This is an optimization exercise on Yosys and OpenROAD, whose aim is small area and a short achievable clock period, not a production implementation. The RTL of this run was laid out without a check of its function. No activity file was given, so power comes from the tool's default toggle rates.

`flow/config.mk`:
```
export PLATFORM = sky130hd
export DESIGN_NAME = alu_unit
export DESIGN_NICKNAME = alu_unit
export VERILOG_FILES = /design/flow/design.v
export SDC_FILE = /design/flow/constraint.sdc
export NUM_CORES = 4
export LEC_CHECK = 0
export CAP_MARGIN = 20
export CORE_MARGIN = 2
export CORE_UTILIZATION = 40
export SLEW_MARGIN = 20
```
`flow/constraint.sdc`:
```
create_clock -name core_clock -period 18.0 [get_ports {clk}]
set_input_delay 3.6000 -clock core_clock [delete_from_list [all_inputs] [get_ports {clk}]]
set_output_delay 3.6000 -clock core_clock [all_outputs]
set_load 0.01 [all_outputs]
```
`flow/design.v`:
```
`timescale 1ns / 1ps
module alu_fwd_mux #(
    parameter DATA_WIDTH = 32
)(
    input  wire [1:0]            sel,
    input  wire [DATA_WIDTH-1:0] operand,
    input  wire [DATA_WIDTH-1:0] ex_mem_result,
    input  wire [DATA_WIDTH-1:0] mem_wb_result,
    output wire [DATA_WIDTH-1:0] out
);
    assign out = (sel == 2'b00) ? operand :
                 (sel == 2'b10) ? ex_mem_result : mem_wb_result;
endmodule
module alu_div_step #(
    parameter J = 1
)(
    input  wire [7:0] rem_in,    
    input  wire       a_bit,     
    input  wire [7:0] d,         
    output wire       q,         
    output wire [7:0] rem_out    
);
    wire [J-1:0] t;
    generate
        if (J == 1) begin : g_first
            assign t = a_bit;
        end else begin : g_next
            assign t = {rem_in[J-2:0], a_bit};
        end
    endgenerate
    wire hi_zero;
    generate
        if (J == 8) begin : g_full
            assign hi_zero = 1'b1;
        end else begin : g_part
            assign hi_zero = ~|d[7:J];
        end
    endgenerate
    wire [J:0] diff = {1'b0, t} - {1'b0, d[J-1:0]};
    assign q = hi_zero & ~diff[J];
    wire [J-1:0] r = q ? diff[J-1:0] : t;
    generate
        if (J == 8) begin : g_out_full
            assign rem_out = r;
        end else begin : g_out_part
            assign rem_out = {{(8-J){1'b0}}, r};
        end
    endgenerate
endmodule
`timescale 1ns / 1ps
module alu_unit #(
    parameter DATA_WIDTH = 32
)(
    input  wire                  clk,
    input  wire                  reset,
    input  wire                  in_valid,
    input  wire [3:0]            alu_op,
    input  wire [1:0]            forward_a,
    input  wire [1:0]            forward_b,
    input  wire [DATA_WIDTH-1:0] operand1,
    input  wire [DATA_WIDTH-1:0] operand2,
    input  wire [DATA_WIDTH-1:0] ex_mem_result,
    input  wire [DATA_WIDTH-1:0] mem_wb_result,
    output reg                   out_valid,
    output reg  [DATA_WIDTH-1:0] result,
    output wire                  zero_flag
);
    localparam K1 = 2;   
    localparam K2 = 5;   
    genvar gi;
    wire [31:0] a_sel, b_sel;
    alu_fwd_mux #(.DATA_WIDTH(32)) mux_a (
        .sel(forward_a), .operand(operand1), .ex_mem_result(ex_mem_result),
        .mem_wb_result(mem_wb_result), .out(a_sel));
    alu_fwd_mux #(.DATA_WIDTH(32)) mux_b (
        .sel(forward_b), .operand(operand2), .ex_mem_result(ex_mem_result),
        .mem_wb_result(mem_wb_result), .out(b_sel));
    wire [31:0] a_rev;
    generate
        for (gi = 0; gi < 32; gi = gi + 1) begin : g_rev
            assign a_rev[gi] = a_sel[31-gi];
        end
    endgenerate
    wire is_sll = (alu_op == 4'b0101);
    wire [7:0] rem1 [0:K1];
    wire [7:0] quo1;
    assign rem1[0] = 8'd0;
    generate
        for (gi = 1; gi <= K1; gi = gi + 1) begin : g_div1
            alu_div_step #(.J(gi)) step (
                .rem_in(rem1[gi-1]), .a_bit(a_sel[8-gi]), .d(b_sel[7:0]),
                .q(quo1[8-gi]), .rem_out(rem1[gi]));
        end
    endgenerate
    reg         s1_valid;
    reg [3:0]   s1_op;
    reg [31:0]  s1_a, s1_b;
    reg [K1-1:0] s1_rem, s1_quo;
    always @(posedge clk) begin
        if (reset) s1_valid <= 1'b0;
        else       s1_valid <= in_valid;
        s1_op  <= alu_op;
        s1_a   <= is_sll ? a_rev : a_sel;
        s1_b   <= b_sel;
        s1_rem <= rem1[K1][K1-1:0];
        s1_quo <= quo1[7:8-K1];
    end
    wire        sub = (s1_op == 4'b0001);
    wire [31:0] sum = s1_a + (s1_b ^ {32{sub}}) + {31'd0, sub};
    wire        fill = (s1_op == 4'b0111) & s1_a[31];
    wire [31:0] shr = $signed({fill, s1_a}) >>> s1_b[4:0];
    wire [31:0] shl;
    generate
        for (gi = 0; gi < 32; gi = gi + 1) begin : g_rev2
            assign shl[gi] = shr[31-gi];
        end
    endgenerate
    wire signed [15:0] prod = $signed(s1_a[7:0]) * $signed(s1_b[7:0]);
    wire [7:0] rem2 [K1:K2];
    wire [7:0] quo2;
    assign rem2[K1] = {{(8-K1){1'b0}}, s1_rem};
    assign quo2[7:8-K1] = s1_quo;
    generate
        for (gi = K1 + 1; gi <= K2; gi = gi + 1) begin : g_div2
            alu_div_step #(.J(gi)) step (
                .rem_in(rem2[gi-1]), .a_bit(s1_a[8-gi]), .d(s1_b[7:0]),
                .q(quo2[8-gi]), .rem_out(rem2[gi]));
        end
    endgenerate
    assign quo2[7-K2:0] = {(8-K2){1'b0}};
    reg [31:0] s2_next;
    always @(*) begin
        case (s1_op)
            4'b0000, 4'b0001: s2_next = sum;
            4'b0010: s2_next = s1_a & s1_b;
            4'b0011: s2_next = s1_a | s1_b;
            4'b0100: s2_next = s1_a ^ s1_b;
            4'b0101: s2_next = shl;
            4'b0110, 4'b0111: s2_next = shr;
            4'b1000: s2_next = {16'd0, prod};
            4'b1001: s2_next = {s1_a[7:0], s1_b[7:0], quo2, rem2[K2]};
            default: s2_next = 32'd0;
        endcase
    end
    reg        s2_valid;
    reg        s2_div;
    reg [31:0] s2_val;
    always @(posedge clk) begin
        if (reset) s2_valid <= 1'b0;
        else       s2_valid <= s1_valid;
        s2_div <= (s1_op == 4'b1001);
        s2_val <= s2_next;
    end
    wire [7:0] d3 = s2_val[23:16];
    wire [7:0] a3 = s2_val[31:24];
    wire [7:0] rem3 [K2:8];
    wire [7:0] quo3;
    assign rem3[K2] = s2_val[7:0];
    assign quo3[7:8-K2] = s2_val[15:16-K2];
    generate
        for (gi = K2 + 1; gi <= 8; gi = gi + 1) begin : g_div3
            alu_div_step #(.J(gi)) step (
                .rem_in(rem3[gi-1]), .a_bit(a3[8-gi]), .d(d3),
                .q(quo3[8-gi]), .rem_out(rem3[gi]));
        end
    endgenerate
    always @(posedge clk) begin
        if (reset) out_valid <= 1'b0;
        else       out_valid <= s2_valid;
        result <= s2_div ? {16'd0, quo3, rem3[8]} : s2_val;
    end
    assign zero_flag = (result == 32'd0);
endmodule
```
`flow/run.sh`:
```
#!/bin/bash
# synth_recipe.tcl (not shown) runs the flow's synth.tcl, then flattens the netlist and writes it again
# the make line also repeats each setting of config.mk as NAME=value (left out here)
make -C /OpenROAD-flow-scripts/flow DESIGN_CONFIG=/design/flow/config.mk WORK_HOME=/design/flow/orfs CLKGATE_MAP_FILE= SYNTH_SCRIPT=/design/flow/synth_recipe.tcl finish
```
==> out/qor.txt <==
Vias in the first global route - 13462
Critical Path, Cell by Cell - buf_2, mux2i_1, o21ai_0, or4_1, nor4b_1, mux2_2, fa_1, nor4_1, mux2i_1
Cts bufs inserted - 17
DR vias/cell - 5.70
Final cycle utilization of the critical path - 39.1%
Setup WS post-layout - 10960 ps
Post-DP Area - 16700 um2
Commonest non-fill, non-tap cell in the layout - inv_1
Top FF cell, synth - dfxtp_1
Final instance area - 17300 um2
CP Capture Type - flip-flop
Post-synth EDFFs - 0
H-tree Lvls - 4
Count of final setup violators - 0
First DRT Iteration DRCs - 1284
Port buffer count - 172
# rows - 69
CP startpoint kind - primary input
Slew Limit Fails - 0
Initial Util - 40.8%
Max-cap violations - 0
CTS Sinks - 140
Netlist cell types - 60
YS warnings - 1
Hold buffers post-CTS - 0
Seq/Total Area, Yosys - 19.2%
Pin count of the biggest net entering global routing - 65
Syn_area_per_cell - 8.19 um2
Setup TNS - 0 ps
Slowest cell on crit path - nor4_1
Critical path data arrival time - 7410 ps
Final ANT Viol Nets - 0
Post-DP HPWL - 39600 um
Cells after synthesis - 1780
Die Ht - 195 um
Multi-input gate area - 10700 um2
Static leakage - 7.67 nW
Ports - 173
Initial antenna violation count - 1
Synth area leader - dfxtp_1
CP max FO - 32
Drt first pass iters - 7
Power per cell area - 119 nW/um2
Die ar. - 38000 um2
Area growth syn-to-layout - 18.8%
Vias - 13505
Worst slew pin tran - 1100 ps
FF+latch count, synth - 140
Status - finished clean
Most frequent cells in the layout - inv_1, clkdlybuf4s50_1, ha_1, nor2_1, nand2_1
Required time of the worst setup path - 18370 ps
Unrepaired setup endpoints after global routing - no
Crit Path Class - in -> reg
Worst vdd ir - 0.000118 V
Largest stage delay, worst path - 700 ps
Rel. slew slack - 25.7%
Core area - 35700 um2
Ys async rst share - 0%
Worst Skew - 13.7 ps
Final hold violations - 0
Filler Cells Inserted - 3518
Place WS - 10530 ps
Synth area leaders - dfxtp_1, ha_1, fa_1
Final min period - 7040 ps
N_diodes - 0
Fmax - 142 MHz
# nets final - 2260
Worst skew pair latency - 440 ps
Residual DRC count - 0
CTS resizes - 0
Final Power - 2.06 mW
Share of layout cells above drive strength 1 - 5.92%
FF/Latch Area - 2810 um2
Worst-path clk slew - 70 ps
Worst hold slack - 330 ps
Final wirelength - 50700 um
Top cell type's share of synthesized area - 19.2%
Avg WL per Cell - 21.4 um
Clock Path Buffers - 2
DIE WIDTH - 195 um
First-pass GRT wire length - 78200 um
Worst Hold Class - reg -> reg
Syn_nets - 2144
Overall Global Routing Usage - 26.7%
Crit path top cell by count - mux2i_1
Grt total ovfl - 0
Synthesized cell area - 14600 um2
Post-CTS setup buffer count - 0
Clock root cell - clkbuf_16
TritonCTS clock tree - yes
Placer congestion estimate - 1.00
==> registers in the layout (all words and copies together), names as in the netlist <==
| signal | cells |
|---|---|
| out_valid | 1 |
| result | 32 |
| s1_a | 32 |
| s1_b | 32 |
| s1_op | 4 |
| s1_quo | 2 |
| s1_rem | 2 |
| s1_valid | 1 |
| s2_div | 1 |
| s2_val | 32 |
| s2_valid | 1 |
==> cell type report <==
type	instances	area share, %
well taps	461	3.33
flip-flops and latches	140	16.2
inverters	194	4.20
multi-input cells	1348	61.9
repair buffers	195	10.8
clock inverters	14	1.02
clock buffers	18	2.54
==> worst paths after layout <==
path                      from         end  slack (ps)  cells past startpoint
hold / removal      s2_val[15]  result[15]         330                      0
setup reg to reg    s2_val[17]   result[1]       11300                     28
hold reg to reg     s2_val[15]  result[15]         330                      0
setup / recovery  forward_b[1]   s1_rem[1]       10960                      9
==> synthesized netlist by cell type, types with 14 or more instances <==
cell type	instances
mux2_2	19
nand2_1	152
ha_1	162
a21o_1	31
xnor2_1	74
clkbuf_1	66
nand3_1	14
nor2_1	156
o221ai_1	14
nor2b_1	23
xor2_1	15
mux4_2	20
fa_1	63
o21ai_0	141
a222oi_1	17
o211ai_1	18
dfxtp_1	140
inv_1	188
mux2i_1	126
buf_1	24
a221oi_1	16
a21oi_1	138
==> through the flow <==
stage / utilization, % / std cells
after floorplan: - / 1780
after global placement: 46.7 / 2338
after detailed placement: 46.7 / 2338
after CTS: 48.5 / 2370
after global routing: 48.5 / 2370
final: 48.5 / 2370
==> cell families (layout without fill, tap and decap cells) <==
family / count (synthesis) / in the layout / share of synthesized area [%]
AND/OR/NAND/NOR: 415 / 415 / 12.6
multiplexers: 165 / 165 / 13.2
adder cells (fa/ha/maj): 225 / 225 / 22.5
buffers and inverters: 292 / 421 / 7.58
flip-flops: 140 / 140 / 19.2
AO/OA/AOI/OAI: 454 / 454 / 19.5
XOR/XNOR: 89 / 89 / 5.35
==> power breakdown <==
part	total (mW)	internal [mW]	switching, mW
registers	0.408	0.360	0.0482
clock network	0.381	0.214	0.167
logic	1.27	0.529	0.746
total	2.06	1.10	0.961
==> per-layer routing <==
metal	vias to the layer above	part of all wire (%)	track usage [%]	wire length, um
met3	115	8.1	5.08	4130
met2	635	44	42.6	22300
met5	-	0.028	0	14
met4	2	5.4	13.3	2750
li1	6434	-	-	-
met1	6319	42	34.6	21500
==> critical path: cells and delay by family <==
family                   cells  cell delay, ps
AO/OA/AOI/OAI                1             110
multiplexers                 3             950
buffers and inverters        1             680
adder cells (fa/ha/maj)      1             410
AND/OR/NAND/NOR              3            1660

-- separate check: timing with driven ports --
The results above use ideal ports. As a check the final layout listed here was re-extracted and re-timed, cells and wires unchanged. Step 1: set_driving_cell puts a clkbuf_16 on clk and a buf_2 on each other input, an assumption about the parent block. Step 2 adds t to the input delays and takes it off the output delays; t is the mean of the earliest and latest rising clock arrival at the registers after step 1. Input paths then give back, and output paths get back, about the clock's delay inside the block. Three values: ideal ports, drivers, drivers and shift; two values: the first two.
t, ns: 0.490
slack for setup (ns): 10.955 / 10.984 / 10.494
hold slack, ns: 0.330 / 0.330 / 0.330
latest minus earliest clock arrival (ns): 0.015 / 0.015
worst register clock-pin slew, ns: 0.07 / 0.07
After both steps this run still meets setup and hold. The setup slack of this run moves by +0.029 ns with the drivers and by -0.461 ns with both steps.
